From an optimization exercise on the open Yosys and OpenROAD flow, aimed at small area, a short achievable clock period and few clock cycles per item; shortcuts taken in it are not production practice.
Function was checked by simulation only, so behaviour that the tests miss may differ from the original.
No activity file was given, so power comes from the tool's default toggle rates.

File: flow/constraint.sdc
create_clock -name core_clock -period 10.0 [get_ports {CLK}]
set_input_delay 2.0000 -clock core_clock [delete_from_list [all_inputs] [get_ports {CLK}]]
set_output_delay 2.0000 -clock core_clock [all_outputs]
set_load 0.01 [all_outputs]
File: flow/run.sh
#!/bin/bash
# synth_recipe.tcl (not shown) runs the flow's synth.tcl, then flattens the netlist and writes it again
# the make line also repeats each setting of config.mk as NAME=value (left out here)
make -C /OpenROAD-flow-scripts/flow DESIGN_CONFIG=/design/flow/config.mk WORK_HOME=/design/flow/orfs CLKGATE_MAP_FILE= SYNTH_SCRIPT=/design/flow/synth_recipe.tcl finish
File: flow/design.v
module JAM (
input CLK,
input RST,
output reg [2:0] W,
output reg [2:0] J,
input [6:0] Cost,
output [3:0] MatchCount,
output [9:0] MinCost,
output reg Valid );
integer k, m;
function [13:0] ks13;
	input [12:0] a, b;
	input cin;
	reg [12:0] pp, G, P, Gn, Pn;
	integer i, l;
	begin
		pp = a ^ b;
		G = a & b;
		P = pp;
		G[0] = G[0] | (pp[0] & cin);
		for (l = 0; l < 4; l = l + 1) begin
			Gn = G;
			Pn = P;
			for (i = (1 << l); i < 13; i = i + 1) begin
				Gn[i] = G[i] | (P[i] & G[i - (1 << l)]);
				Pn[i] = P[i] & P[i - (1 << l)];
			end
			G = Gn;
			P = Pn;
		end
		ks13[0] = pp[0] ^ cin;
		for (i = 1; i < 13; i = i + 1)
			ks13[i] = pp[i] ^ G[i - 1];
		ks13[13] = G[12];
	end
endfunction
reg        rst_q;
reg        iv, iv_d1;
reg [5:0]  wa_d1;
reg [6:0]  T [0:63];
reg [3:0]  rows_done;
wire       done_now;
always @(posedge CLK) begin
	rst_q <= RST;
	iv_d1 <= iv;
	wa_d1 <= {W, J};
	if (RST) begin
		{W, J} <= ({W, J} == 6'd0) ? 6'd1 : 6'd0;
		iv <= 1'b1;
	end
	else if (iv) begin
		if ({W, J} == 6'd63)
			iv <= 1'b0;
		else
			{W, J} <= {W, J} + 6'd1;
	end
	else if (done_now)
		{W, J} <= 6'd0;
end
always @(posedge CLK) begin
	T[wa_d1] <= Cost;
end
always @(posedge CLK) begin
	if (rst_q)
		rows_done <= 4'd0;
	else if (iv_d1 && wa_d1[2:0] == 3'd7)
		rows_done <= rows_done + 4'd1;
end
localparam H_WAIT = 3'd0, H_C = 3'd1, H_A = 3'd2, H_B = 3'd3, H_E = 3'd4,
           H_ELIM = 3'd5, H_DFS = 3'd6, H_DONE = 3'd7;
reg [2:0]  hs;
reg [2:0]  ph;                  
reg [10:0] nv [0:7];            
reg [9:0]  minv [0:7];
reg [3:0]  way [0:7];           
reg [2:0]  p [0:7];             
reg [7:0]  matched;
reg [7:0]  used;                
reg [9:0]  total;
reg [7:0]  win;                 
reg [6:0]  Trow [0:7];
reg [11:0] Kr;
reg [6:0]  tjr;
reg [3:0]  j0_r;
reg        c_first;
reg        c_e;
reg [2:0]  c_erow;
reg [7:0]  epend;               
reg [2:0]  ecur, erow;          
reg        busy;
reg [2:0]  aug_j;
reg [7:0]  E [0:7];
reg [7:0]  AR, AC;
reg [2:0]  dl;
reg [2:0]  ch [0:7];
reg        rs;
reg        dph;                 
reg        cand_r, have_above_r, have_below_r;
reg [2:0]  candidx_r, nextrow_r, prevrow_r;
reg [3:0]  cnt;
reg [12:0] s1, c1, s2, c2, s3, c3, o4, o5;
reg [12:0] val [0:7];
reg [13:0] dms;
reg        lt [0:7];
reg        ez [0:7];
reg [9:0]  v10 [0:7];
always @* begin
	for (k = 0; k < 8; k = k + 1) begin
		o4 = ~{6'd0, tjr};
		o5 = ~{3'd0, minv[k]};
		s1 = {6'd0, Trow[k]} ^ {3'd0, nv[k][9:0]} ^ {Kr[11], Kr};
		c1 = {(({6'd0, Trow[k]} & {3'd0, nv[k][9:0]}) | ({6'd0, Trow[k]} & {Kr[11], Kr}) | ({3'd0, nv[k][9:0]} & {Kr[11], Kr})), 1'b0};
		s2 = s1 ^ c1 ^ o4;
		c2 = {((s1 & c1) | (s1 & o4) | (c1 & o4)), 1'b1};
		s3 = s2 ^ c2 ^ o5;
		c3 = {((s2 & c2) | (s2 & o5) | (c2 & o5)), 1'b1};
		val[k] = ks13(s2, c2, 1'b0);
		dms = ks13(s3, c3, 1'b0);
		lt[k] = dms[12];
		ez[k] = ((s2 ^ c2) == {(s2[11:0] | c2[11:0]), 1'b0});
		v10[k] = (val[k][12:10] != 3'd0) ? 10'h3ff : val[k][9:0];
	end
end
reg [63:0] le;
reg [7:0]  win_c;
always @* begin
	for (k = 0; k < 8; k = k + 1)
		for (m = k + 1; m < 8; m = m + 1)
			le[k*8+m] = (minv[k] <= minv[m]);
	for (k = 0; k < 8; k = k + 1) begin
		win_c[k] = !used[k];
		for (m = 0; m < 8; m = m + 1) begin
			if (m < k && !used[m] && le[m*8+k]) win_c[k] = 1'b0;
			if (m > k && !used[m] && !le[k*8+m]) win_c[k] = 1'b0;
		end
	end
end
reg [9:0]  Dn, nvsel;
reg [2:0]  i0n, j1n;
reg        mj;
always @* begin
	Dn = 10'd0;
	nvsel = 10'd0;
	i0n = 3'd0;
	j1n = 3'd0;
	mj = 1'b0;
	for (k = 0; k < 8; k = k + 1) begin
		Dn = Dn | ({10{win[k]}} & minv[k]);
		nvsel = nvsel | ({10{win[k]}} & nv[k][9:0]);
		i0n = i0n | ({3{win[k]}} & p[k]);
		j1n = j1n | ({3{win[k]}} & k[2:0]);
		mj = mj | (win[k] & matched[k]);
	end
end
wire [13:0] Kn_f   = ks13({3'd0, Dn}, ~{3'd0, nvsel}, 1'b1);
wire [13:0] nvj1_f = ks13({3'd0, nvsel}, ~{3'd0, Dn}, 1'b1);
wire [11:0] Kn   = Kn_f[11:0];
wire [10:0] nvj1 = nvj1_f[10:0];
reg [10:0] nvc [0:7];
reg [13:0] nvc_f;
always @* begin
	for (k = 0; k < 8; k = k + 1) begin
		nvc_f = ks13({{2{nv[k][10]}}, nv[k]}, {3'd0, Dn}, 1'b0);
		nvc[k] = nvc_f[10:0];
	end
end
reg  [7:0] esrc, elow;
reg  [2:0] enext;
always @* begin
	esrc = (hs == H_E) ? epend : matched;
	elow = 8'd0;
	enext = 3'd0;
	for (k = 7; k >= 0; k = k - 1)
		if (esrc[k]) begin
			elow = 8'd0;
			elow[k] = 1'b1;
			enext = k;
		end
end
wire [3:0] ph1 = {1'b0, ph} + 4'd1;
wire       b_go       = (hs == H_B) && !busy;
wire       b_next     = b_go && mj;                       
wire       b_end      = b_go && !mj;                      
wire       first_wait = (hs == H_WAIT) && (rows_done > {1'b0, ph});
wire       first_next = b_end && (ph != 3'd7) && (rows_done > ph1);
reg [2:0]  s_row;
always @* begin
	if (hs == H_E)
		s_row = erow;
	else if (hs == H_B)
		s_row = mj ? i0n : (ph == 3'd7) ? 3'd7 : ph1[2:0];
	else
		s_row = ph;
end
reg [6:0]  Trow_c [0:7];
reg [6:0]  tj_c;
always @* begin
	for (k = 0; k < 8; k = k + 1)
		Trow_c[k] = T[s_row*8+k];
	tj_c = 7'd0;
	if (hs == H_E)
		tj_c = Trow_c[ecur];
	else if (hs == H_B) begin
		for (k = 0; k < 8; k = k + 1)
			tj_c = tj_c | ({7{win[k] & mj}} & Trow_c[k]);
	end
end
always @(posedge CLK) begin
	for (k = 0; k < 8; k = k + 1)
		Trow[k] <= Trow_c[k];
	tjr <= tj_c;
	if (hs == H_E)
		Kr <= 12'd0 - {1'b0, nv[ecur]};
	else if (hs == H_B && mj)
		Kr <= Kn;
	else if (hs == H_B && ph == 3'd7)
		Kr <= 12'd0 - {2'd0, Dn};
	else
		Kr <= 12'd0;
	c_erow <= s_row;
	win <= win_c;
end
reg [7:0]  ecol [0:7];
reg [7:0]  rdeg1, cdeg1, rm_r, rm_c;
reg [7:0]  umask, above, cand, rowsabove, rowsbelow;
reg [2:0]  candidx, nextrow, prevrow, firstrow;
reg        have_above, have_below;
function onehot4;
	input [3:0] y;
	begin
		onehot4 = ((y[0] ^ y[1]) & ~(y[2] | y[3])) | ((y[2] ^ y[3]) & ~(y[0] | y[1]));
	end
endfunction
function onehot8;
	input [7:0] x;
	begin
		onehot8 = (onehot4(x[3:0]) & ~(|x[7:4])) | (onehot4(x[7:4]) & ~(|x[3:0]));
	end
endfunction
always @* begin
	for (k = 0; k < 8; k = k + 1)
		for (m = 0; m < 8; m = m + 1)
			ecol[k][m] = E[m][k];
	for (k = 0; k < 8; k = k + 1) begin
		rdeg1[k] = AR[k] & onehot8(E[k] & AC);
		cdeg1[k] = AC[k] & onehot8(ecol[k] & AR);
	end
	for (k = 0; k < 8; k = k + 1) begin
		rm_r[k] = rdeg1[k] | (|(E[k] & cdeg1));
		rm_c[k] = cdeg1[k] | (|(ecol[k] & rdeg1));
	end
	umask = ~AC;
	for (k = 0; k < 8; k = k + 1)
		if (AR[k] && k < dl)
			umask = umask | (8'd1 << ch[k]);
	for (k = 0; k < 8; k = k + 1) begin
		above[k] = !rs || (k > ch[dl]);
		rowsabove[k] = AR[k] && (k > dl);
		rowsbelow[k] = AR[k] && (k < dl);
	end
	cand = E[dl] & ~umask & above;
	candidx = 3'd0;
	for (k = 7; k >= 0; k = k - 1)
		if (cand[k]) candidx = k;
	have_above = |rowsabove;
	have_below = |rowsbelow;
	nextrow = 3'd0;
	for (k = 7; k >= 0; k = k - 1)
		if (rowsabove[k]) nextrow = k;
	prevrow = 3'd0;
	for (k = 0; k < 8; k = k + 1)
		if (rowsbelow[k]) prevrow = k;
	firstrow = 3'd0;
	for (k = 7; k >= 0; k = k - 1)
		if (AR[k]) firstrow = k;
end
assign done_now = (hs == H_ELIM && !c_e && (AR & ~rm_r) == 8'd0) ||
                  (hs == H_DFS && dph && !cand_r && !have_below_r);
wire [2:0] aug_cur = aug_j;
always @(posedge CLK) begin
	if (rst_q) begin
		hs <= H_WAIT;
		ph <= 3'd0;
		for (k = 0; k < 8; k = k + 1) begin
			nv[k] <= 11'd0;
			way[k] <= 4'b1000;
		end
		matched <= 8'd0;
		used <= 8'd0;
		total <= 10'd0;
		busy <= 1'b0;
		c_e <= 1'b0;
	end
	else begin
		if (busy) begin
			matched[aug_cur] <= 1'b1;
			if (way[aug_cur][3]) begin
				p[aug_cur] <= ph - 3'd1;
				busy <= 1'b0;
				for (k = 0; k < 8; k = k + 1)
					way[k] <= 4'b1000;
			end
			else begin
				p[aug_cur] <= p[way[aug_cur][2:0]];
				aug_j <= way[aug_cur][2:0];
			end
		end
		if (hs == H_C) begin
			for (k = 0; k < 8; k = k + 1) begin
				if (c_first)
					minv[k] <= v10[k];
				else if (!used[k] && lt[k]) begin
					minv[k] <= val[k][9:0];
					way[k] <= j0_r;
				end
			end
			hs <= H_A;
		end
		if (hs == H_A)
			hs <= H_B;
		if (c_e) begin
			for (k = 0; k < 8; k = k + 1)
				E[c_erow][k] <= ez[k];
		end
		c_e <= 1'b0;
		if (first_wait || first_next) begin
			j0_r <= 4'b1000;
			c_first <= 1'b1;
			hs <= H_C;
		end
		if (b_next) begin
			used <= used | win;
			nv[j1n] <= nvj1;
			j0_r <= {1'b0, j1n};
			c_first <= 1'b0;
			hs <= H_C;
		end
		if (b_end) begin
			for (k = 0; k < 8; k = k + 1)
				if (used[k])
					nv[k] <= nvc[k];
			total <= total + Dn;
			used <= 8'd0;
			ph <= ph + 3'd1;
			if (ph == 3'd7) begin
				hs <= H_E;
				epend <= matched & ~elow;
				ecur <= enext;
				erow <= p[enext];
				c_e <= 1'b1;
			end
			else begin
				busy <= 1'b1;
				aug_j <= j1n;
				if (!first_next)
					hs <= H_WAIT;
			end
		end
		if (hs == H_E) begin
			c_e <= 1'b1;
			epend <= epend & ~elow;
			ecur <= enext;
			erow <= p[enext];
			if (epend == 8'd0) begin
				hs <= H_ELIM;
				AR <= 8'hff;
				AC <= 8'hff;
			end
		end
		if (hs == H_ELIM && !c_e) begin
			AR <= AR & ~rm_r;
			AC <= AC & ~rm_c;
			if ((AR & ~rm_r) == 8'd0) begin
				cnt <= 4'd1;
				hs <= H_DONE;
			end
			else if ((rm_r & AR) == 8'd0) begin
				hs <= H_DFS;
				dl <= firstrow;
				rs <= 1'b0;
				cnt <= 4'd0;
				dph <= 1'b0;
			end
		end
		if (hs == H_DFS) begin
			dph <= !dph;
			cand_r <= (cand != 8'd0);
			candidx_r <= candidx;
			nextrow_r <= nextrow;
			prevrow_r <= prevrow;
			have_above_r <= have_above;
			have_below_r <= have_below;
			if (dph) begin
				if (cand_r) begin
					ch[dl] <= candidx_r;
					if (have_above_r) begin
						dl <= nextrow_r;
						rs <= 1'b0;
					end
					else begin
						cnt <= cnt + 4'd1;
						rs <= 1'b1;
					end
				end
				else if (have_below_r) begin
					dl <= prevrow_r;
					rs <= 1'b1;
				end
				else
					hs <= H_DONE;
			end
		end
	end
end
always @(posedge CLK) begin
	if (RST || rst_q)
		Valid <= 1'b0;
	else if (done_now)
		Valid <= 1'b1;
end
assign MinCost = total;
assign MatchCount = cnt;
endmodule
File: flow/config.mk
export PLATFORM = sky130hd
export DESIGN_NAME = JAM
export DESIGN_NICKNAME = JAM
export VERILOG_FILES = /design/flow/design.v
export SDC_FILE = /design/flow/constraint.sdc
export NUM_CORES = 4
export LEC_CHECK = 0
export CAP_MARGIN = 20
export CORE_MARGIN = 2
export CORE_UTILIZATION = 50
export SETUP_SLACK_MARGIN = 5
export SLEW_MARGIN = 20
==> reports/qor.txt, run 1 <==
Area grow syn2layout - 9.66%
Peak Freq - 207 MHz
Type of origin of the critical path - flop
Routed len/inst - 30.6 µm
Final worst path period need - 4.83 ns
# rows - 137
Vias/cell - 6.46
Post-DP HPWL - 198 mm
Total GRT Usage - 37.0%
Worst VDD drop - 168 µV
Leak - 30.8 nW
Sw Ratio - 31.6%
Final nets - 7765
Run status - timing/DRC/antenna clean
Most used cell, CP - buf_4
Vias in the first global route - 54000
Power per cell area - 152 mW/mm²
RD Place Congestion - 1.02
Async set or reset register ratio after synthesis - 0%
Worst EP arrival - 5.47 ns
IO buf count - 29
WP data required - 10.64 ns
Final Setup Violations - 0
Clock Latency Late Sink - 0.80 ns
Net Count, Synth - 7718
Most common cell after layout, fill and taps aside - ha_1
Post-synth EDFFs - 791
Hold Vio Cnt, Final - 0
Seq/Total Area, Yosys - 39.0%
Starting DRT DRC Count - 6210
Critical Path Max Stage Delay - 0.56 ns
Remaining Overflow, GRT - 0
Drt drc - 0
Final cycle utilization of the critical path - 48.3%
Clock Skew - 0.112 ns
Initial Util - 50.2%
# clock sinks - 963
First-pass GRT wire length - 380 mm
Synth Instances - 6686
Clk buf depth - 3
Die area - 0.142 mm²
Core Area - 0.139 mm²
Root cell of the clock tree - clkbuf_16
Sequential power share - 40.6%
Slew Limit Fails - 0
CTS H-tree depth - 3
Top FF cell, synth - edfxtp_1
Sw Pwr - 3.67 mW
DRT Wirelength - 267 mm
Count of cell types in the netlist - 95
Fin area - 0.0765 mm²
Die width - 377 µm
Min-delay worst type - reg2reg
Num CTS Buffers - 106
Int Power - 7.94 mW
Synth warn - 11
RSZ-0062 raised after global routing - yes
Ports - 30
Share of layout cells above drive strength 1 - 8.03%
Die Ht - 377 µm
Clk network pwr share - 34.8%
Final Total Pwr - 11.6 mW
Clock slew at reported path FFs - 0.06 ns
Commonest non-fill, non-tap cells in the layout - ha_1, edfxtp_1, inv_1
Drt pass-1 iters - 10
Setup TNS - 0 ns
Crit Path Category - reg2reg
Pin count of the biggest net entering global routing - 65
Worst-Margin Slew - 1.23 ns
Average size of a mapped cell - 10.4 µm²
Initial antenna violation count - 7
Comb pwr share - 24.6%
Slowest CP cell - a311oi_1
Max_cap viols - 0
Setup crit end kind - flop
CTS tree - yes
Vias - 56300
Crit-path cells - buf_6 -> a22o_1 -> nor4_4 -> buf_4 -> buf_4 -> nor4_2 -> or2_4 -> inv_8 -> buf_8 -> nand2_1 -> nor3_1 -> a311oi_1 -> nand3_1 -> nor4_1 -> o22ai_1
Placed cell area - 0.0724 mm²
Number of routed nets with antenna violations - 0
Seq cells post-synth - 963
Max-slew headroom - 18.0%
Syn Std Cell Area - 0.0697 mm²
Worst-path maximum fanout - 48
CTS Hold Buffers Added - 0
## state kept, by name (all words and copies together), names as in the netlist, 10 cells and up, named ones only
| name | cells |
|---|---|
| E | 64 |
| minv | 80 |
| T | 448 |
| nv | 88 |
| Kr | 12 |
| total | 10 |
| way | 32 |
| p | 24 |
| Trow | 56 |
| ch | 24 |
## area by class of cell
cell class                      instances  area (µm²)
Sequential cell                       963       27200
Tap cell                             1876        2350
Clock buffer                          154        3040
Timing Repair Buffer                  193        1590
Inverter                              743        2810
Fill cell                           12100       62600
Antenna cell                            3        7.51
Multi-Input combinational cell       4726       38900
Clock inverter                         48         551
## worst paths after layout
path,start,slack [ns],end,cells after the start
setup / recovery,win[3]$_SDFF_PP0_,5.17,tjr[1]$_DFF_P_,15
hold reg to reg,iv$_SDFF_PP1_,0.42,iv_d1$_DFF_P_,0
setup reg to reg,win[3]$_SDFF_PP0_,5.17,tjr[1]$_DFF_P_,15
hold / removal,iv$_SDFF_PP1_,0.42,iv_d1$_DFF_P_,0
## power groups by stage
stage / sequential, mW / combinational, mW / clock, mW
2_1_floorplan: 4.66 / 1.98 / 0
3_3_place_gp: 4.78 / 2.75 / 0
3_5_place_dp: 4.78 / 2.79 / 0
4_1_cts: 4.70 / 2.82 / 4.07
5_1_grt: 4.71 / 3.19 / 4.22
6_report: 4.71 / 2.86 / 4.04
## metrics by stage
| step | std cells | hold WS (ns) | util, % | worst slack, ns |
|---|---|---|---|---|
| global route | 8703 | 0.442 | 55.0 | 4.88 |
| detailed placement | 8469 | 0.410 | 52.1 | 4.11 |
| CTS | 8677 | 0.420 | 54.7 | 4.99 |
| floorplan | 6686 | 0.381 | - | 5.32 |
| global placement | 8467 | 0.403 | 52.0 | 4.21 |
| finish | 8706 | 0.422 | 55.0 | 5.17 |
## cell usage after synthesis (all sizes together), types with 23 or more instances
cell type / instances / area share [%]
a21oi: 281 / 2.0
nand3: 179 / 1.3
o211ai: 52 / 0.56
buf: 88 / 0.72
o21bai: 26 / 0.28
mux2: 57 / 0.93
o21a: 105 / 1.1
mux4: 47 / 1.5
and3: 38 / 0.34
a31oi: 45 / 0.40
a22oi: 209 / 2.3
a21o: 109 / 1.2
nor4: 40 / 0.38
inv: 740 / 4.0
o32ai: 32 / 0.40
a211oi: 23 / 0.25
a22o: 55 / 0.70
ha: 828 / 15
fa: 195 / 5.6
xor2: 118 / 1.5
nor2b: 90 / 0.81
nor2: 319 / 1.7
mux2i: 166 / 2.4
nand4: 120 / 1.1
o22ai: 95 / 0.85
nor3: 110 / 0.79
nand2: 483 / 2.6
a21boi: 49 / 0.53
nand2b: 80 / 0.72
edfxtp: 791 / 34
clkbuf: 169 / 0.91
o21ai: 246 / 1.8
a221oi: 70 / 0.94
dfxtp: 172 / 4.9
xnor2: 90 / 1.1
## worst max-delay path: cells and delay by family, from the launching register on
family | cells | cell delay [ns]
AOI/OAI and AO/OA | 3 | 1.02
buffers and inverters | 5 | 1.14
DFF | 1 | 0.32
and+or+nand+nor | 7 | 2.10
## layer usage
metal | wire, µm | GRT usage (%)
met1 | 104000 | 47.3
met2 | 118000 | 57.3
met3 | 24900 | 7.62
met4 | 20300 | 23.4
met5 | 65 | 0
## repair_timing
action	4_1_cts	5_1_grt
cloned	2	1
pin swaps	4	5
buffers inserted	4	22
endpoints found under the setup margin	216	139
resized for setup	23	26
## logic make-up after synthesis
logic type,count (synthesis),share of synthesized area (%)
AND/OR/NAND/NOR,1584,11.1
buffers and inverters,1000,5.63
adder cells (fa/ha/maj),1023,20.5
flip-flops,963,39.0
multiplexers,270,4.83
XOR/XNOR,208,2.61
AO/OA/AOI/OAI,1638,16.4
Testbench counts, summed over its fixed seeds: cycles 2,352, items 24.
==> inputs of run 2 (changes only) <==
--- a/flow/design.v
+++ b/flow/design.v
@@ -128,3 +128,3 @@
 		for (m = k + 1; m < 8; m = m + 1)
-			le[k*8+m] = (minv[k] <= minv[m]);
+			le[k*8+m] = le10(minv[k], minv[m]);
 	for (k = 0; k < 8; k = k + 1) begin
@@ -186,2 +186,3 @@
 reg [2:0]  s_row;
+reg [7:0]  rsel;
 always @* begin
@@ -190,5 +191,13 @@
 	else if (hs == H_B)
-		s_row = mj ? i0n : (ph == 3'd7) ? 3'd7 : ph1[2:0];
+		s_row = (ph == 3'd7) ? 3'd7 : ph1[2:0];
 	else
 		s_row = ph;
+	rsel = 8'd0;
+	if (hs == H_B && mj) begin
+		for (k = 0; k < 8; k = k + 1)
+			for (m = 0; m < 8; m = m + 1)
+				if (win[k] && p[k] == m) rsel[m] = 1'b1;
+	end
+	else
+		rsel[s_row] = 1'b1;
 end
@@ -197,4 +206,7 @@
 always @* begin
-	for (k = 0; k < 8; k = k + 1)
-		Trow_c[k] = T[s_row*8+k];
+	for (k = 0; k < 8; k = k + 1) begin
+		Trow_c[k] = 7'd0;
+		for (m = 0; m < 8; m = m + 1)
+			Trow_c[k] = Trow_c[k] | ({7{rsel[m]}} & T[m*8+k]);
+	end
 	tj_c = 7'd0;
@@ -219,3 +231,3 @@
 		Kr <= 12'd0;
-	c_erow <= s_row;
+	c_erow <= s_row;    
 	win <= win_c;
@@ -227,2 +239,27 @@
 reg        have_above, have_below;
+function le10;
+	input [9:0] a, b;
+	reg [9:0] g, e;
+	reg [4:0] g1, e1;
+	reg [2:0] g2, e2;
+	reg g3, e3;
+	integer i;
+	begin
+		g = a & ~b;
+		e = ~(a ^ b);
+		for (i = 0; i < 5; i = i + 1) begin
+			g1[i] = g[2*i+1] | (e[2*i+1] & g[2*i]);
+			e1[i] = e[2*i+1] & e[2*i];
+		end
+		g2[0] = g1[1] | (e1[1] & g1[0]);
+		e2[0] = e1[1] & e1[0];
+		g2[1] = g1[3] | (e1[3] & g1[2]);
+		e2[1] = e1[3] & e1[2];
+		g2[2] = g1[4];
+		e2[2] = e1[4];
+		g3 = g2[1] | (e2[1] & g2[0]);
+		e3 = e2[1] & e2[0];
+		le10 = ~(g2[2] | (e2[2] & g3));
+	end
+endfunction
 function onehot4;
==> run 2 against run 1 <==
Still clean. Sequential cell count unchanged. Global-route usage shrank 2.3 points. Clock skew shrank 0.044 ns. Worst hold slack got worse by 0.031 ns. Non-clock buffer count decreased by 33. Critical path type unchanged.
==> reports/qor.txt, run 2 <==
Commonest non-fill, non-tap cells in the layout - ha_1, edfxtp_1, inv_1
Hold path cells - 0 (unchanged)
Crit-path cells - nand2_1 -> ha_1 -> a22oi_1 -> o22ai_1 -> and2_1 -> a221o_1 -> a2111oi_1 -> buf_4 -> nand2b_1 -> o2111ai_1 -> nor3_4 -> nand2_2 -> and3_1 -> a211o_1
Final worst path period need - 4.85 ns (+0.0152 ns)
Vias/cell - 6.44 (-0.33%)
Async set or reset register ratio after synthesis - 0% (unchanged)
R2R setup slack - 5.15 ns (-0.02 ns)
Share of layout cells above drive strength 1 - 7.60% (-0.43 points)
WP data required - 10.49 ns (-0.15 ns)
Average size of a mapped cell - 10.8 µm² (+3.5%)
Drt pass-1 iters - 9 (-1)
CTS H-tree depth - 3 (unchanged)
Worst-path maximum fanout - 14 (-71%)
Final cycle utilization of the critical path - 48.5% (+0.15 points)
RD Place Congestion - 1.01 (-0.55%)
Seq cells post-synth - 963 (unchanged)
First-pass GRT wire length - 345 mm (-9.4%)
Worst VDD drop - 194 µV (+16%)
Clk buf depth - 3 (unchanged)
Synth warn - 11 (unchanged)
Total GRT Usage - 34.7% (-2.3 points)
Worst-Margin Slew - 1.19 ns (-0.0387 ns)
Ports - 30 (unchanged)
Setup TNS - 0 ns (unchanged)
Initial antenna violation count - 7 (unchanged)
Clock Skew - 0.0675 ns (-0.0440 ns)
Routed len/inst - 29.7 µm (-3.0%)
Setup WS post-layout - 5.15 ns (-0.0152 ns)
Crit Path Category - reg2reg
Post-DP HPWL - 176 mm (-11%)
Hold path endpoint - iv_d1$_DFF_P_
Critical Path Max Stage Delay - 0.85 ns (+0.29 ns)
Synth top cells by count - ha_1, edfxtp_1, inv_1
# clock sinks - 963 (unchanged)
Initial Util - 50.3% (+0.17 points)
Final nets - 7167 (-7.7%)
Vias in the first global route - 50100 (-7.3%)
Count of cell types in the netlist - 95 (unchanged)
Slowest CP cell - edfxtp_1
Synth Instances - 6131 (-8.3%)
Pin count of the biggest net entering global routing - 65 (unchanged)
Leak - 29.2 nW (-5.3%)
Die width - 368 µm (-2.6%)
RR Endpoint - dl[1]$_DFFE_PN_
Root cell of the clock tree - clkbuf_16
Post-synth EDFFs - 791 (unchanged)
Die Ht - 368 µm (-2.6%)
Hold Path Origin - iv$_SDFF_PP1_
Seq/Total Area, Yosys - 41.1% (+2.1 points)
Power per cell area - 156 mW/mm² (+2.7%)
Max FFs per register - 448 (unchanged)
Type of origin of the critical path - flop
Vias - 51600 (-8.3%)
Syn Std Cell Area - 0.0662 mm² (-5.1%)
Area grow syn2layout - 9.69% (about the same)
Core Area - 0.131 mm² (-5.4%)
Most common cell in the netlist - ha_1
Peak Freq - 206 MHz (-0.31%)
Setup crit end kind - flop
Worst reg-to-reg path cell count - 14 (-1)
Clock slew at reported path FFs - 0.06 ns (about the same)
Clock Latency Late Sink - 0.77 ns (-0.03 ns)
Top FF cell, synth - edfxtp_1
Reg-to-Reg Start - AR[6]$_SDFFCE_PN1P_
Num CTS Buffers - 104 (-1.9%)
Number of routed nets with antenna violations - 0 (unchanged)
Max-slew headroom - 20.2% (+2.2 points)
Net Count, Synth - 7138 (-7.5%)
Area fraction of the dominant cell type after synthesis - 35.9% (+1.8 points)
Final core area utilization - 55.2% (+0.20 points)
Die area - 0.135 mm² (-5.1%)
WP depth - 14 (-1)
Remaining Overflow, GRT - 0 (unchanged)
Most common cell after layout, fill and taps aside - ha_1
Starting DRT DRC Count - 6155 (-0.89%)
Largest regs - T (448), nv (88), minv (80)
Final Setup Violations - 0 (unchanged)
IO buf count - 29 (unchanged)
Hold Vio Cnt, Final - 0 (unchanged)
Slew Limit Fails - 0 (unchanged)
Min-delay worst type - reg2reg
# rows - 133 (-2.9%)
Largest Register - T
DRT Wirelength - 238 mm (-11%)
Kind of cell adding the most delay to the critical path - compound AO/OA/AOI/OAI gates
CTS Hold Buffers Added - 0 (unchanged)
Run status - timing/DRC/antenna clean
Synth top area cells - edfxtp_1, ha_1, fa_1
Biggest area consumer among synthesized cells - edfxtp_1
Final Total Pwr - 11.3 mW (-2.5%)
Worst EP arrival - 5.34 ns (-0.13 ns)
Crit path buffers/inverters - 1 (-4)
Drt drc - 0 (unchanged)
Max_cap viols - 0 (unchanged)
RSZ-0062 raised after global routing - yes
CTS tree - yes
Pre-CTS WS - 4.59 ns (+0.474 ns)
-- run 2: per-layer routing --
layer / vias up / global-route usage (%) / wire length [µm]
li1: 22800 / - / -
met1: 25400 / 46.7 / 95800
met2: 2828 / 53.3 / 105000
met3: 594 / 7.45 / 23300
met4: 8 / 16.8 / 13900
met5: - / 0 / 48
-- run 2: stage by stage --
| step | instances | hold WS (ns) | instance area, µm² |
|---|---|---|---|
| after floorplan | 6131 | 0.361 | 66200 |
| after global placement | 7790 | 0.389 | 68600 |
| after detailed placement | 7791 | 0.376 | 68600 |
| after CTS | 7988 | 0.396 | 72200 |
| after global routing | 8007 | 0.411 | 72600 |
| final | 8009 | 0.391 | 72600 |
-- run 2: timing repair --
item                       in CTS  in global routing
resized for setup               8                 36
pin swaps                       0                  4
hold endpoints to repair        0                  0
buffers inserted                0                 16
setup endpoints to repair     169                135
-- run 2: logic make-up after synthesis --
group	Yosys count	synth area share, %
flops	963	41.1
compound gates	1433	15.5
xor+xnor	223	2.95
fa+ha+maj	998	21.1
mux	106	2.77
buf+inv	960	5.60
simple gates	1448	11.0
-- run 2: report_power, final --
part	internal, mW	leakage (nW)	switching (mW)	total, mW
Combinational	1.05	18.9	1.52	2.57
Clock	2.29	1.76	1.77	4.06
Sequential	4.50	8.56	0.185	4.69
Total	7.84	29.2	3.48	11.3
-- run 2: area by class of cell --
type	instances	area, µm²
Antenna cell	3	7.51
Clock buffer	129	2850
Clock inverter	68	758
Fill cell	11500	58900
Inverter	723	2710
Multi-Input combinational cell	4208	35500
Sequential cell	963	27200
Tap cell	1755	2200
Timing Repair Buffer	160	1330
-- run 2: worst max-delay path by stage --
stage,start,endpoint,slack (ns)
floorplan,Kr[1]$_DFF_P_,minv[0][0]$_DFFE_PP_,5.51
global placement,Kr[1]$_DFF_P_,minv[1][9]$_DFFE_PP_,4.71
detailed placement,Kr[1]$_DFF_P_,minv[1][9]$_DFFE_PP_,4.59
CTS,AR[5]$_SDFFCE_PN1P_,dl[1]$_DFFE_PN_,5.01
global route,Kr[1]$_DFF_P_,minv[3][4]$_DFFE_PP_,4.98
finish,AR[6]$_SDFFCE_PN1P_,dl[1]$_DFFE_PN_,5.15
Testbench counts of run 2, summed over its fixed seeds: cycles 2,352, items 24.
==> inputs of run 3 (changes only) <==
--- a/flow/design.v
+++ b/flow/design.v
@@ -47,3 +47,3 @@
 	if (RST) begin
-		{W, J} <= ({W, J} == 6'd0) ? 6'd1 : 6'd0;
+		{W, J} <= ({W, J} == 6'd0 && !rst_q) ? 6'd1 : 6'd0;
 		iv <= 1'b1;
==> run 3 against run 2 <==
Synthesized cell count grew 10%. Sequential cell count is the same. Fmax shrank 3.6%. First-iteration DRC count grew 36%. Synthesized area grew 5.9%. Critical path type unchanged. Setup slack lost 0.18 ns. Sequential power shrank 3%. Final area grew 6.5%. Highest routed layer unchanged.
==> reports/qor.txt, run 3 <==
Run status - timing/DRC/antenna clean
Biggest area consumer among synthesized cells - edfxtp_1
Drt pass-1 iters - 8 (-1)
Worst EP arrival - 5.45 ns (+0.11 ns)
Synth top area cells - edfxtp_1, ha_1, fa_1
Initial antenna violation count - 16 (+9)
Type of origin of the critical path - flop
Seq/Total Area, Yosys - 38.8% (-2.3 points)
Count of cell types in the netlist - 103 (+8.4%)
Die width - 378 µm (+2.9%)
Async set or reset register ratio after synthesis - 0% (unchanged)
Min-delay worst type - reg2reg
Setup crit end kind - flop
Setup TNS - 0 ns (unchanged)
Worst-Margin Slew - 1.23 ns (+0.0461 ns)
Most common cell after layout, fill and taps aside - ha_1
# rows - 137 (+3.0%)
# fillers - 12100 (+5.7%)
Root cell of the clock tree - clkbuf_16
Initial Util - 50.3% (about the same)
Post-synthesis xor/xnor area fraction - 2.69% (-0.27 points)
CTS tree - yes
Synth top cells by count - ha_1, edfxtp_1, inv_1
Adder-Cell Fraction of Synth Area - 19.9% (-1.2 points)
Ports - 30 (unchanged)
Final cycle utilization of the critical path - 50.3% (+1.8 points)
Vias in the first global route - 54700 (+9.2%)
Largest family of logic cells by synthesized area - adder cells
Num CTS Buffers - 107 (+2.9%)
Mux contribution to synthesized area - 3.09% (+0.31 points)
CTS H-tree depth - 3 (unchanged)
Kind of cell adding the most delay to the critical path - compound AO/OA/AOI/OAI gates
Crit path buffers/inverters - 0 (-1)
Peak Freq - 199 MHz (-3.6%)
Hold Slack - 0.407 ns (+0.0159 ns)
IO buf count - 29 (unchanged)
Syn Std Cell Area - 0.0701 mm² (+5.9%)
First-pass GRT wire length - 391 mm (+13%)
Fin area - 0.0773 mm² (+6.5%)
Vias/cell - 6.67 (+3.5%)
Core Area - 0.139 mm² (+6.0%)
Commonest non-fill, non-tap cells in the layout - ha_1, edfxtp_1, inv_1
Most common cell in the netlist - ha_1
RD Place Congestion - 1.02 (+1.0%)
Max FFs per register - 448 (unchanged)
Clock Latency Late Sink - 0.76 ns (about the same)
Clk buf depth - 3 (unchanged)
# clock sinks - 963 (unchanged)
Critical Path Max Stage Delay - 0.88 ns (+0.03 ns)
Seq cells post-synth - 963 (unchanged)
Final Setup Violations - 0 (unchanged)
Vias - 58400 (+13%)
Area fraction of the dominant cell type after synthesis - 33.9% (-2.0 points)
Synth Instances - 6762 (+10%)
Crit Path Category - reg2reg
Clock slew at reported path FFs - 0.06 ns (about the same)
Largest Register - T
Simple-gate share of the synthesized area - 13.2% (+2.2 points)
Slew Limit Fails - 0 (unchanged)
Final worst path period need - 5.03 ns (+0.180 ns)
Worst-path maximum fanout - 12 (-2)
Synth warn - 11 (unchanged)
Hold Vio Cnt, Final - 0 (unchanged)
Crit-path cells - nand2_1 -> ha_1 -> a22oi_1 -> o22ai_1 -> a222oi_1 -> nand4_1 -> or2_2 -> and4_1 -> and3_1 -> a21oi_1 -> o21bai_1
Remaining Overflow, GRT - 0 (unchanged)
Placed cell area - 0.0726 mm² (+5.9%)
Die area - 0.143 mm² (+5.9%)
Post-DP HPWL - 204 mm (+16%)
Die Ht - 378 µm (+2.9%)
Top FF cell, synth - edfxtp_1
Average size of a mapped cell - 10.4 µm² (-3.9%)
Max_cap viols - 0 (unchanged)
Worst VDD drop - 180 µV (-7.0%)
Net Count, Synth - 7769 (+8.8%)
Drt drc - 0 (unchanged)
Starting DRT DRC Count - 8399 (+36%)
Complex-gate fraction of the synthesized area - 16.7% (+1.1 points)
Pin count of the biggest net entering global routing - 65 (unchanged)
Power per cell area - 136 mW/mm² (-13%)
Slowest CP cell - edfxtp_1
WP data required - 10.42 ns (-0.07 ns)
Final nets - 7793 (+8.7%)
Post-synth EDFFs - 791 (unchanged)
Leak - 30.9 nW (+5.9%)
Max-slew headroom - 17.6% (-2.6 points)
RSZ-0062 raised after global routing - yes
DRT Wirelength - 277 mm (+16%)
Largest regs - T (448), nv (88), minv (80)
Total GRT Usage - 37.9% (+3.2 points)
Number of routed nets with antenna violations - 0 (unchanged)
Routed len/inst - 31.6 µm (+6.3%)
Area grow syn2layout - 10.2%
CTS Hold Buffers Added - 0 (unchanged)
Clock Skew - 0.0637 ns (-0.00382 ns)
Share of layout cells above drive strength 1 - 8.15% (+0.55 points)
==> run 3: per-stage QoR <==
stage | total power [mW] | util (%) | cells | setup WS (ns)
detailed placement | 6.33 | 52.1 | 8511 | 4.17
CTS | 10.4 | 55.0 | 8720 | 5.01
global placement | 6.30 | 52.1 | 8511 | 4.27
global route | 10.8 | 55.4 | 8749 | 4.82
floorplan | 5.76 | - | 6762 | 5.16
finish | 10.5 | 55.4 | 8765 | 4.97
==> run 3: cell families (layout without fill, tap and decap cells) <==
family                     count (synthesis)  count (layout)
buffers and inverters                   1011            1122
muxes                                    150             150
and+or+nand+nor                         1768            1768
adders and majority gates                998             998
DFF                                      963             963
other                                      0              16
AOI/OAI and AO/OA                       1657            1657
xor gates and xnor gates                 215             215
==> run 3: repair_timing <==
action                     4_1_cts  5_1_grt
cloned                           0        1
setup endpoints to repair      175      172
pin swaps                        6       13
gates resized for setup         40       60
buffers inserted                13       28
==> run 3: layout make-up <==
cell class                      instances  area [µm²]  area share (%)
Antenna cell                           16        40.0          0.0518
Timing Repair Buffer                  199        1800            2.33
Inverter                              727        2730            3.54
Clock inverter                         65         778            1.01
Multi-Input combinational cell       4788       39400            51.0
Tap cell                             1876        2350            3.04
Clock buffer                          131        2890            3.74
Sequential cell                       963       27200            35.3
==> run 3: power breakdown <==
| group | leakage [nW] | switching [mW] | internal (mW) |
|---|---|---|---|
| combinational | 20.5 | 1.04 | 0.715 |
| sequential | 8.65 | 0.143 | 4.42 |
| clock | 1.77 | 1.80 | 2.36 |
| total | 30.9 | 2.99 | 7.50 |
==> run 3: worst paths after layout <==
kind,startpoint,endpoint,slack [ns],depth (start not counted)
setup / recovery,AR[1]$_SDFFCE_PN1P_,J[1]$_SDFFCE_PP0P_,4.97,11
hold / removal,iv$_SDFF_PP1_,iv_d1$_DFF_P_,0.41,0
setup reg to reg,AR[1]$_SDFFCE_PN1P_,J[1]$_SDFFCE_PP0P_,4.97,11
hold reg to reg,iv$_SDFF_PP1_,iv_d1$_DFF_P_,0.41,0
==> run 3: routing by layer <==
metal | global-route usage, % | share of wire (%)
met1 | 52.3 | 40
met2 | 55.2 | 42
met3 | 10.9 | 13
met4 | 16.3 | 5.0
met5 | 0 | 0.025
Testbench counts of run 3, summed over its fixed seeds: cycles 2,360, items 24.
==> inputs of run 4 (changes only) <==
--- a/flow/design.v
+++ b/flow/design.v
@@ -47,3 +47,3 @@
 	if (RST) begin
-		{W, J} <= ({W, J} == 6'd0 && !rst_q) ? 6'd1 : 6'd0;
+		{W, J} <= ({W, J} == 6'd0) ? 6'd1 : 6'd0;
 		iv <= 1'b1;
@@ -91,2 +91,5 @@
 reg [2:0]  aug_j;
+reg [3:0]  aug_n;               
+reg [7:0]  ph_oh;               
+reg [7:0]  erow_oh;             
 reg [7:0]  E [0:7];
@@ -97,2 +100,3 @@
 reg        dph;                 
+reg        dinit;               
 reg        cand_r, have_above_r, have_below_r;
@@ -137,3 +141,5 @@
 end
-reg [9:0]  Dn, nvsel;
+reg [9:0]  Dn, nvsel;           
+reg [9:0]  Dn_c, nvsel_c;
+reg [3:0]  waysel;
 reg [2:0]  i0n, j1n;
@@ -141,4 +147,3 @@
 always @* begin
-	Dn = 10'd0;
-	nvsel = 10'd0;
+	waysel = 4'd0;
 	i0n = 3'd0;
@@ -147,4 +152,3 @@
 	for (k = 0; k < 8; k = k + 1) begin
-		Dn = Dn | ({10{win[k]}} & minv[k]);
-		nvsel = nvsel | ({10{win[k]}} & nv[k][9:0]);
+		waysel = waysel | ({4{win[k]}} & way[k]);
 		i0n = i0n | ({3{win[k]}} & p[k]);
@@ -154,2 +158,10 @@
 end
+always @* begin
+	Dn_c = 10'd0;
+	nvsel_c = 10'd0;
+	for (k = 0; k < 8; k = k + 1) begin
+		Dn_c = Dn_c | ({10{win_c[k]}} & minv[k]);
+		nvsel_c = nvsel_c | ({10{win_c[k]}} & nv[k][9:0]);
+	end
+end
 wire [13:0] Kn_f   = ks13({3'd0, Dn}, ~{3'd0, nvsel}, 1'b1);
@@ -200,4 +212,8 @@
 	end
+	else if (hs == H_E)
+		rsel = erow_oh;
+	else if (hs == H_B)
+		rsel = (ph == 3'd7) ? 8'h80 : {ph_oh[6:0], 1'b0};
 	else
-		rsel[s_row] = 1'b1;
+		rsel = ph_oh;
 end
@@ -233,2 +249,4 @@
 	win <= win_c;
+	Dn <= Dn_c;
+	nvsel <= nvsel_c;
 end
@@ -314,3 +332,3 @@
 assign done_now = (hs == H_ELIM && !c_e && (AR & ~rm_r) == 8'd0) ||
-                  (hs == H_DFS && dph && !cand_r && !have_below_r);
+                  (hs == H_DFS && !dinit && dph && !cand_r && !have_below_r);
 wire [2:0] aug_cur = aug_j;
@@ -320,2 +338,3 @@
 		ph <= 3'd0;
+		ph_oh <= 8'd1;
 		for (k = 0; k < 8; k = k + 1) begin
@@ -333,3 +352,3 @@
 			matched[aug_cur] <= 1'b1;
-			if (way[aug_cur][3]) begin
+			if (aug_n[3]) begin
 				p[aug_cur] <= ph - 3'd1;
@@ -340,4 +359,5 @@
 			else begin
-				p[aug_cur] <= p[way[aug_cur][2:0]];
-				aug_j <= way[aug_cur][2:0];
+				p[aug_cur] <= p[aug_n[2:0]];
+				aug_j <= aug_n[2:0];
+				aug_n <= way[aug_n[2:0]];
 			end
@@ -381,2 +401,3 @@
 			ph <= ph + 3'd1;
+			ph_oh <= {ph_oh[6:0], ph_oh[7]};
 			if (ph == 3'd7) begin
@@ -386,2 +407,3 @@
 				erow <= p[enext];
+			erow_oh <= 8'd1 << p[enext];
 				c_e <= 1'b1;
@@ -391,2 +413,3 @@
 				aug_j <= j1n;
+				aug_n <= waysel;
 				if (!first_next)
@@ -400,2 +423,3 @@
 			erow <= p[enext];
+			erow_oh <= 8'd1 << p[enext];
 			if (epend == 8'd0) begin
@@ -404,2 +428,3 @@
 				AC <= 8'hff;
+				cnt <= 4'd1;
 			end
@@ -409,15 +434,17 @@
 			AC <= AC & ~rm_c;
-			if ((AR & ~rm_r) == 8'd0) begin
-				cnt <= 4'd1;
+			if ((AR & ~rm_r) == 8'd0)
 				hs <= H_DONE;
-			end
 			else if ((rm_r & AR) == 8'd0) begin
 				hs <= H_DFS;
-				dl <= firstrow;
-				rs <= 1'b0;
-				cnt <= 4'd0;
-				dph <= 1'b0;
+				dinit <= 1'b1;
 			end
 		end
-		if (hs == H_DFS) begin
+		if (hs == H_DFS && dinit) begin
+			dinit <= 1'b0;
+			dl <= firstrow;
+			rs <= 1'b0;
+			cnt <= 4'd0;
+			dph <= 1'b0;
+		end
+		if (hs == H_DFS && !dinit) begin
 			dph <= !dph;
==> run 4 against run 3 <==
Synthesized cell count shrank 4.0%. Utilization fell by 0.11 points. Clock-buffer cell count up 22. Setup slack gained 0.13 ns. Combinational power grew 55%. Routed wire length is 8.3% lower. Sequential power up 7.0%. Still clean on timing, DRC and antenna. Final area down 2.7%. Total power rose by 11%. Highest routed layer unchanged. Non-clock buffer count decreased by 29. Sequential cell count grew 44. Via count fell by 7.0%.
==> reports/qor.txt, run 4 <==
Run status - timing/DRC/antenna clean
IO buf count - 29 (unchanged)
Initial antenna violation count - 5 (-11)
Most common cell after layout, fill and taps aside - edfxtp_1
Initial Util - 50.5% (+0.23 points)
Synth top cells by count - edfxtp_1, ha_1, inv_1
Reg-to-Reg Start - nv[6][1]$_DFFE_PP_
DRT Wirelength - 254 mm (-8.3%)
Placed cell area - 0.0712 mm² (-2.0%)
Num CTS Buffers - 108 (+0.93%)
Slew Limit Fails - 0 (unchanged)
Type of origin of the critical path - flop
Core Area - 0.136 mm² (-2.6%)
Average size of a mapped cell - 10.6 µm² (+2.0%)
Simple-gate share of the synthesized area - 12.0% (-1.2 points)
CP Launch Point - nv[6][1]$_DFFE_PP_
Total GRT Usage - 35.5% (-2.4 points)
Area grow syn2layout - 9.49%
Net Count, Synth - 7491 (-3.6%)
Min-delay worst type - reg2reg
CTS tree - yes
Clock slew at reported path FFs - 0.06 ns (about the same)
Die width - 374 µm (-1.0%)
Worst EP arrival - 5.29 ns (-0.16 ns)
Synth Instances - 6489 (-4.0%)
DR top layer - met5
Vias/cell - 6.47 (-2.9%)
Syn Std Cell Area - 0.0686 mm² (-2.1%)
Setup crit end kind - flop
Largest regs - T (448), nv (88), minv (80)
Int Power - 8.09 mW (+7.9%)
Clk network pwr share - 34.9% (-4.8 points)
Area fraction of the dominant cell type after synthesis - 35.2% (+1.3 points)
CTS H-tree depth - 3 (unchanged)
Max FFs per register - 448 (unchanged)
Slowest CP cell - edfxtp_1
Final nets - 7516 (-3.6%)
Ports - 30 (unchanged)
Hold Path Origin - iv$_SDFF_PP1_
Post-synth EDFFs - 804 (+1.6%)
Vias in the first global route - 51900 (-5.0%)
Crit path buffers/inverters - 2 (+2)
Synth warn - 11 (unchanged)
Power per cell area - 155 mW/mm² (+14%)
Final worst path period need - 4.90 ns (-0.132 ns)
Post-DP HPWL - 186 mm (-8.9%)
Clock Latency Late Sink - 0.77 ns (about the same)
Sw Ratio - 30.7% (+2.2 points)
Max-slew headroom - 13.3% (-4.4 points)
Max_cap viols - 0 (unchanged)
Drt pass-1 iters - 12 (+4)
Adder-Cell Fraction of Synth Area - 20.2% (+0.33 points)
Drt drc - 0 (unchanged)
# clock sinks - 1007 (+4.6%)
Seq/Total Area, Yosys - 41.1% (+2.3 points)
Critical Path Max Stage Delay - 0.58 ns (-0.30 ns)
Clock Skew - 0.0851 ns (+0.0214 ns)
Comb pwr share - 23.2% (+6.5 points)
Hold Vio Cnt, Final - 0 (unchanged)
Die area - 0.140 mm² (-2.1%)
Seq cells post-synth - 1007 (+4.6%)
Largest family of logic cells by synthesized area - adder cells
Fin area - 0.0751 mm² (-2.7%)
Worst-path maximum fanout - 10 (-2)
Complex-gate fraction of the synthesized area - 15.3% (-1.3 points)
Final cycle utilization of the critical path - 49.0% (-1.3 points)
Pin count of the biggest net entering global routing - 65 (unchanged)
Routed met3 length - 25.3 mm (-30%)
Worst-Margin Slew - 1.29 ns (+0.0603 ns)
# fillers - 11800 (-2.8%)
Mux contribution to synthesized area - 2.95% (-0.13 points)
Root cell of the clock tree - clkbuf_16
RD Place Congestion - 1.01 (-0.70%)
Setup TNS - 0 ns (unchanged)
Kind of cell adding the most delay to the critical path - adder cells
Vias - 54300 (-7.0%)
Clk buf depth - 3 (unchanged)
Largest Register - T
Synth top area cells - edfxtp_1, ha_1, dfxtp_1
Die Ht - 374 µm (-1.0%)
DRT met1 WL - 102 mm (-8.3%)
Crit Path Category - reg2reg
Sequential power share - 41.9% (-1.7 points)
Leak - 30.3 nW (-2.1%)
WL met2 - 112 mm (-3.7%)
Crit-path cells - fa_1 -> inv_1 -> fa_1 -> inv_1 -> fa_1 -> ha_1 -> nor2b_1 -> o21a_1 -> o21a_1 -> o21a_1 -> o21ai_0 -> nand2b_1 -> a21oi_1 -> o31a_1 -> mux2i_2 -> o21a_2
Final Setup Violations - 0 (unchanged)
Share of layout cells above drive strength 1 - 7.73% (-0.42 points)
Biggest area consumer among synthesized cells - edfxtp_1
WP data required - 10.39 ns (-0.03 ns)
Peak Freq - 204 MHz (+2.7%)
Number of routed nets with antenna violations - 0 (unchanged)
Most common cell in the netlist - edfxtp_1
Worst VDD drop - 163 µV (-9.5%)
Remaining Overflow, GRT - 0 (unchanged)
Post-synthesis xor/xnor area fraction - 2.77% (+0.083 points)
Starting DRT DRC Count - 6797 (-19%)
Async set or reset register ratio after synthesis - 0% (unchanged)
RSZ-0062 raised after global routing - yes
Top FF cell, synth - edfxtp_1
First-pass GRT wire length - 363 mm (-7.1%)
# rows - 135 (-1.5%)
Commonest non-fill, non-tap cells in the layout - edfxtp_1, ha_1, inv_1
Routed len/inst - 30.2 µm (-4.2%)
Sw Pwr - 3.59 mW (+20%)
Count of cell types in the netlist - 97 (-5.8%)
[run 4: changes by cell type in the layout (fill, tap and decap cells not counted), sizes merged, moves of 32 or more]
| cell | before | now |
|---|---|---|
| mux2i | 89 | 54 |
| nand2b | 117 | 65 |
| a22oi | 265 | 197 |
| nand4 | 130 | 85 |
| o21bai | 22 | 55 |
| nand3 | 159 | 233 |
| nand2 | 521 | 465 |
| o2bb2ai | 3 | 35 |
[run 4: layout make-up]
class | count | area (µm²) | share of cell area, %
multi-input combinational | 4482 | 36900 | 49.1
inverter | 745 | 2800 | 3.72
timing repair buffer | 170 | 1370 | 1.82
tap | 1781 | 2230 | 2.97
sequential | 1007 | 28200 | 37.6
clock inverter | 52 | 586 | 0.779
clock buffer | 153 | 3020 | 4.01
antenna | 4 | 10.0 | 0.0133
[run 4: power groups by stage]
| stage | sequential (mW) | combinational [mW] | clock, mW |
|---|---|---|---|
| 6_report | 4.89 | 2.71 | 4.07 |
| 5_1_grt | 4.89 | 3.02 | 4.25 |
| 4_1_cts | 4.88 | 2.67 | 4.10 |
| 3_5_place_dp | 4.96 | 2.64 | 0 |
| 3_3_place_gp | 4.96 | 2.61 | 0 |
| 2_1_floorplan | 4.85 | 1.91 | 0 |
[run 4: logic make-up after synthesis]
logic type | after synthesis
simple gates | 1619
xor+xnor | 217
mux | 132
buf+inv | 1000
flops | 1007
fa+ha+maj | 993
compound gates | 1521
[run 4: routing by layer]
metal | track usage (%) | vias up
li1 | - | 24000
met1 | 47.2 | 26700
met2 | 54.8 | 2932
met3 | 7.77 | 716
met4 | 17.2 | 6
met5 | 0 | -
[run 4: path summary, 6_finish.rpt]
path	cells after the start	to	slack [ns]
worst max-delay path	16	minv[6][5]$_DFFE_PP_	5.10
worst min-delay path	0	iv_d1$_DFF_P_	0.39
worst max register to register	16	minv[6][5]$_DFFE_PP_	5.10
worst min register to register	0	iv_d1$_DFF_P_	0.39
[run 4: worst reg2reg max path: stages (launching register included)]
cell      delay, ns
edfxtp_1       0.58
fa_1           0.56
inv_1          0.05
fa_1           0.56
inv_1          0.10
fa_1           0.44
ha_1           0.27
nor2b_1        0.13
o21a_1         0.17
o21a_1         0.17
o21a_1         0.15
o21ai_0        0.15
nand2b_1       0.08
a21oi_1        0.22
o31a_1         0.22
mux2i_2        0.40
o21a_2         0.33
[run 4: repair_timing]
action	in CTS	in global routing
pin swaps	0	1
hold buffers	0	0
setup buffers	0	11
gates resized for setup	18	23
cloned	0	0
endpoints found under the hold margin	0	0
endpoints found under the setup margin	158	141
[run 4: through the flow]
step                      util (%)  total power, mW  hold WS, ns  instances  setup WS [ns]
after floorplan                  -             6.76        0.365       6489           5.52
after global placement        52.4             7.57        0.376       8171           4.48
after detailed placement      52.4             7.61        0.382       8172           4.49
after CTS                     55.1             11.6        0.390       8377           5.01
after global routing          55.3             12.2        0.398       8390           4.99
final                         55.3             11.7        0.391       8394           5.10
Testbench counts of run 4, summed over its fixed seeds: cycles 2,354, items 24.
==> inputs of run 5 (changes only) <==
--- a/flow/design.v
+++ b/flow/design.v
@@ -81,4 +81,5 @@
 reg [6:0]  Trow [0:7];
-reg [11:0] Kr;
-reg [6:0]  tjr;
+reg [11:0] Xr;                  
+reg [11:0] UC [0:7];            
+reg [11:0] NUnew;               
 reg [3:0]  j0_r;
@@ -112,14 +113,11 @@
 	for (k = 0; k < 8; k = k + 1) begin
-		o4 = ~{6'd0, tjr};
 		o5 = ~{3'd0, minv[k]};
-		s1 = {6'd0, Trow[k]} ^ {3'd0, nv[k][9:0]} ^ {Kr[11], Kr};
-		c1 = {(({6'd0, Trow[k]} & {3'd0, nv[k][9:0]}) | ({6'd0, Trow[k]} & {Kr[11], Kr}) | ({3'd0, nv[k][9:0]} & {Kr[11], Kr})), 1'b0};
-		s2 = s1 ^ c1 ^ o4;
-		c2 = {((s1 & c1) | (s1 & o4) | (c1 & o4)), 1'b1};
-		s3 = s2 ^ c2 ^ o5;
-		c3 = {((s2 & c2) | (s2 & o5) | (c2 & o5)), 1'b1};
-		val[k] = ks13(s2, c2, 1'b0);
+		s1 = {6'd0, Trow[k]} ^ {3'd0, nv[k][9:0]} ^ {Xr[11], Xr};
+		c1 = {(({6'd0, Trow[k]} & {3'd0, nv[k][9:0]}) | ({6'd0, Trow[k]} & {Xr[11], Xr}) | ({3'd0, nv[k][9:0]} & {Xr[11], Xr})), 1'b0};
+		s3 = s1 ^ c1 ^ o5;
+		c3 = {((s1 & c1) | (s1 & o5) | (c1 & o5)), 1'b1};
+		val[k] = ks13(s1, c1, 1'b0);
 		dms = ks13(s3, c3, 1'b0);
 		lt[k] = dms[12];
-		ez[k] = ((s2 ^ c2) == {(s2[11:0] | c2[11:0]), 1'b0});
+		ez[k] = ((s1 ^ c1) == {(s1[11:0] | c1[11:0]), 1'b0});
 		v10[k] = (val[k][12:10] != 3'd0) ? 10'h3ff : val[k][9:0];
@@ -143,3 +141,2 @@
 reg [9:0]  Dn_c, nvsel_c;
-reg [3:0]  waysel;
 reg [2:0]  i0n, j1n;
@@ -147,3 +144,2 @@
 always @* begin
-	waysel = 4'd0;
 	i0n = 3'd0;
@@ -152,3 +148,2 @@
 	for (k = 0; k < 8; k = k + 1) begin
-		waysel = waysel | ({4{win[k]}} & way[k]);
 		i0n = i0n | ({3{win[k]}} & p[k]);
@@ -166,6 +161,25 @@
 end
-wire [13:0] Kn_f   = ks13({3'd0, Dn}, ~{3'd0, nvsel}, 1'b1);
+reg  [11:0] ucsel;
+reg  [3:0]  waysel;
+always @* begin
+	ucsel = 12'd0;
+	waysel = 4'd0;
+	for (k = 0; k < 8; k = k + 1) begin
+		ucsel = ucsel | ({12{win[k]}} & UC[k]);
+		waysel = waysel | ({4{win[k]}} & way[k]);
+	end
+end
+wire [13:0] Xn_f   = ks13({3'd0, Dn}, {ucsel[11], ucsel}, 1'b0);
 wire [13:0] nvj1_f = ks13({3'd0, nvsel}, ~{3'd0, Dn}, 1'b1);
-wire [11:0] Kn   = Kn_f[11:0];
+wire [11:0] Xn   = Xn_f[11:0];
 wire [10:0] nvj1 = nvj1_f[10:0];
+wire [13:0] ndn_f  = ks13(13'd0, ~{3'd0, Dn}, 1'b1);
+reg [11:0] ucc [0:7];
+reg [13:0] ucc_f;
+always @* begin
+	for (k = 0; k < 8; k = k + 1) begin
+		ucc_f = ks13({UC[k][11], UC[k]}, ~{3'd0, Dn}, 1'b1);
+		ucc[k] = ucc_f[11:0];
+	end
+end
 reg [10:0] nvc [0:7];
@@ -220,3 +234,2 @@
 reg [6:0]  Trow_c [0:7];
-reg [6:0]  tj_c;
 always @* begin
@@ -227,9 +240,2 @@
 	end
-	tj_c = 7'd0;
-	if (hs == H_E)
-		tj_c = Trow_c[ecur];
-	else if (hs == H_B) begin
-		for (k = 0; k < 8; k = k + 1)
-			tj_c = tj_c | ({7{win[k] & mj}} & Trow_c[k]);
-	end
 end
@@ -238,11 +244,10 @@
 		Trow[k] <= Trow_c[k];
-	tjr <= tj_c;
 	if (hs == H_E)
-		Kr <= 12'd0 - {1'b0, nv[ecur]};
+		Xr <= UC[ecur];
 	else if (hs == H_B && mj)
-		Kr <= Kn;
+		Xr <= Xn;
 	else if (hs == H_B && ph == 3'd7)
-		Kr <= 12'd0 - {2'd0, Dn};
+		Xr <= ndn_f[11:0];
 	else
-		Kr <= 12'd0;
+		Xr <= 12'd0;
 	c_erow <= s_row;    
@@ -354,2 +359,3 @@
 				p[aug_cur] <= ph - 3'd1;
+				UC[aug_cur] <= NUnew;
 				busy <= 1'b0;
@@ -360,2 +366,3 @@
 				p[aug_cur] <= p[aug_n[2:0]];
+				UC[aug_cur] <= UC[aug_n[2:0]];
 				aug_j <= aug_n[2:0];
@@ -390,2 +397,3 @@
 			nv[j1n] <= nvj1;
+			UC[j1n] <= Xn;
 			j0_r <= {1'b0, j1n};
@@ -396,5 +404,8 @@
 			for (k = 0; k < 8; k = k + 1)
-				if (used[k])
+				if (used[k]) begin
 					nv[k] <= nvc[k];
+					UC[k] <= ucc[k];
+				end
 			total <= total + Dn;
+			NUnew <= ndn_f[11:0];
 			used <= 8'd0;
==> run 5 against run 4 <==
Sequential share of layout area grew 1.2 points. Highest routed layer unchanged. Sequential cell count grew 93. Final area grew 6.6%. Synthesized area grew 6.4%. Routed wire length grew 3.9%. Critical path depth shrank 3. Register-to-register slack gained 0.25 ns. Worst hold slack gained 0.0013 ns. Still clean. Utilization shrank 0.25 points. Critical endpoint is now minv[2][8]$_DFFE_PP_.
==> reports/qor.txt, run 5 <==
Run status - timing/DRC/antenna clean
Crit Path Category - reg2reg
Ports - 30 (unchanged)
Vias in the first global route - 54900 (+5.7%)
Peak Freq - 215 MHz (+5.4%)
Clock Latency Late Sink - 0.78 ns (about the same)
WP data required - 10.39 ns (about the same)
Type of origin of the critical path - flop
Area fraction of the dominant cell type after synthesis - 37.2% (+2.0 points)
RSZ-0062 raised after global routing - no
Root cell of the clock tree - clkbuf_16
Simple-gate share of the synthesized area - 11.5% (-0.44 points)
Power per cell area - 145 mW/mm² (-6.6%)
Max-slew headroom - 24.0% (+11 points)
Max FFs per register - 448 (unchanged)
Post-CTS resize count - 0 (-18)
Die area - 0.149 mm² (+6.3%)
DRT Wirelength - 264 mm (+3.9%)
Most common cell after layout, fill and taps aside - edfxtp_1
Post-CTS Setup Bufs - 0 (unchanged)
Setup crit end kind - flop
Num CTS Buffers - 118 (+9.3%)
Initial antenna violation count - 10 (+5)
Drt drc - 0 (unchanged)
Synth top area cells - edfxtp_1, ha_1, dfxtp_1
Starting DRT DRC Count - 7602 (+12%)
Seq cells post-synth - 1100 (+9.2%)
Worst VDD drop - 163 µV (about the same)
Adder-Cell Fraction of Synth Area - 17.9% (-2.4 points)
Hold Vio Cnt, Final - 0 (unchanged)
IO buf count - 29 (unchanged)
Biggest area consumer among synthesized cells - edfxtp_1
Worst EP arrival - 5.03 ns (-0.26 ns)
Clock Skew - 0.0767 ns (-0.00844 ns)
Routed len/inst - 29.9 µm (-1.2%)
Vias/cell - 6.63 (+2.4%)
Post-synthesis xor/xnor area fraction - 3.40% (+0.63 points)
# clock sinks - 1100 (+9.2%)
Mux contribution to synthesized area - 4.12% (+1.2 points)
Final cycle utilization of the critical path - 46.5% (-2.5 points)
Final Setup Violations - 0 (unchanged)
Post-DP HPWL - 192 mm (+3.3%)
Synth Instances - 6782 (+4.5%)
Pre-CTS WS - 5.34 ns (+0.848 ns)
Worst-path maximum fanout - 10 (unchanged)
Initial Util - 50.2% (-0.32 points)
Largest regs - T (448), UC (96)
Post-synth EDFFs - 904 (+12%)
Share of layout cells above drive strength 1 - 7.59% (-0.14 points)
Die width - 386 µm (+3.1%)
Synth top cells by count - edfxtp_1, ha_1, nand2_1
Largest Register - T
Final core area utilization - 55.1% (-0.25 points)
Complex-gate fraction of the synthesized area - 16.6% (+1.3 points)
CTS tree - yes
Async set or reset register ratio after synthesis - 0% (unchanged)
Seq/Total Area, Yosys - 42.6% (+1.5 points)
Syn Std Cell Area - 0.0730 mm² (+6.4%)
Total GRT Usage - 34.8% (-0.64 points)
Slew Limit Fails - 0 (unchanged)
Clock slew at reported path FFs - 0.07 ns (about the same)
Count of cell types in the netlist - 90 (-7.2%)
Synth warn - 12 (+1)
Final nets - 7760 (+3.2%)
Core Area - 0.145 mm² (+7.1%)
# rows - 140 (+3.7%)
First-pass GRT wire length - 380 mm (+4.7%)
Min-delay worst type - reg2reg
Top FF cell, synth - edfxtp_1
Pin count of the biggest net entering global routing - 65 (unchanged)
Average size of a mapped cell - 10.8 µm² (+1.8%)
Largest family of logic cells by synthesized area - adder cells
Commonest non-fill, non-tap cells in the layout - edfxtp_1, ha_1, nand2_1
Setup WS post-layout - 5.35 ns (+0.251 ns)
Clk buf depth - 3 (unchanged)
Drt pass-1 iters - 8 (-4)
Worst-Margin Slew - 1.14 ns (-0.156 ns)
CTS H-tree depth - 3 (unchanged)
CTS Hold Buffers Added - 0 (unchanged)
Net Count, Synth - 7741 (+3.3%)
Setup TNS - 0 ns (unchanged)
Area grow syn2layout - 9.68%
Number of routed nets with antenna violations - 0 (unchanged)
Leak - 31.8 nW (+5.1%)
Die Ht - 386 µm (+3.1%)
RD Place Congestion - 0.998 (-1.7%)
Vias - 58500 (+7.7%)
Most common cell in the netlist - edfxtp_1
Final worst path period need - 4.65 ns (-0.251 ns)
Remaining Overflow, GRT - 0 (unchanged)
Max_cap viols - 0 (unchanged)
-- run 5: changes by cell type in the layout (fill, tap and decap cells not counted), moves of 32 or more --
cell,change
inv_1,-271
a21o_1,+101
edfxtp_1,+100
nand2_1,+84
a22oi_1,+73
nor2_1,+62
a21oi_1,+57
mux2i_1,+53
nor3_1,+53
xor2_1,+49
fa_1,-40
or3_1,+38
o2bb2ai_1,-35
o21bai_1,-32
-- run 5: per-layer routing --
metal	wire [µm]	part of all wire [%]	up-vias	GRT usage, %
li1	-	-	25800	-
met1	112000	42	28800	50.1
met2	112000	43	3264	51.4
met3	27400	10	631	6.72
met4	12100	4.6	6	14.3
met5	40	0.015	-	0
-- run 5: worst paths after layout --
path | depth (start not counted) | start | endpoint | slack, ns
worst max-delay path | 13 | Xr[1]$_DFF_P_ | minv[2][8]$_DFFE_PP_ | 5.35
worst max register to register | 13 | Xr[1]$_DFF_P_ | minv[2][8]$_DFFE_PP_ | 5.35
worst min-delay path | 0 | iv$_SDFF_PP1_ | iv_d1$_DFF_P_ | 0.39
worst min register to register | 0 | iv$_SDFF_PP1_ | iv_d1$_DFF_P_ | 0.39
-- run 5: cell type report --
cell class,count,area (µm²)
clock inverter,69,937
tap,1917,2400
clock buffer,156,3220
antenna,3,7.51
multi-input combinational,4942,39400
sequential,1100,31100
timing repair buffer,162,1270
inverter,477,1790
fill,12600,65300
-- run 5: where the power goes --
part	internal (mW)	switching, mW	total [mW]	leakage [nW]
logic	0.666	0.962	1.63	20.0
registers	5.11	0.194	5.30	9.77
clock network	2.70	1.98	4.68	2.01
total	8.48	3.14	11.6	31.8
-- run 5: cells by family after synthesis --
| group | after synthesis |
|---|---|
| simple gates | 1749 |
| flops | 1100 |
| xor+xnor | 283 |
| mux | 196 |
| compound gates | 1764 |
| buf+inv | 740 |
| fa+ha+maj | 950 |
-- run 5: critical path: stages (launching register included) --
cell	delay (ns)
dfxtp_1	0.88
fa_1	0.56
inv_1	0.11
fa_1	0.41
inv_1	0.07
ha_1	0.22
a21o_1	0.17
a21o_1	0.18
a21o_1	0.18
a21o_1	0.18
a21o_1	0.17
a21oi_1	0.22
o31ai_1	0.12
a21oi_1	0.81
-- run 5: per-stage QoR --
stage               hold WS, ns  area, µm²  power, mW  std cells
CTS                       0.393      80000       11.6       8818
floorplan                 0.361      73000       6.41       6782
global placement          0.383      75800       6.95       8592
detailed placement        0.384      75900       6.97       8593
finish                    0.392      80100       11.6       8826
global route              0.403      80100       12.0       8823
Testbench counts of run 5, summed over its fixed seeds: cycles 2,354, items 24.

## static timing again, ports no longer ideal
The results above use ideal ports. As a check the final layouts listed here were re-extracted and re-timed, cells and wires unchanged. Step 1, drivers: a clkbuf_16 drives CLK and a buf_2 each remaining input, both assumed. Step 2 also shifts input and output timing later by t, the mid clock arrival at the registers, as if the neighbouring blocks saw the same clock. Slacks: ideal ports / drivers / drivers and shift; pairs: ideal ports / drivers.
run	t, ns	setup WS [ns]	slew at the worst register clock pin (ns)
run 1	0.826	5.165 / 5.165 / 5.165	0.07 / 0.07
run 2	0.819	5.150 / 5.150 / 5.150	0.08 / 0.08
run 3	0.820	4.970 / 4.970 / 4.970	0.07 / 0.07
run 4	0.807	5.102 / 5.102 / 5.102	0.07 / 0.07
run 5	0.830	5.353 / 5.353 / 5.353	0.07 / 0.07
After both steps setup and hold are still met in every run listed.
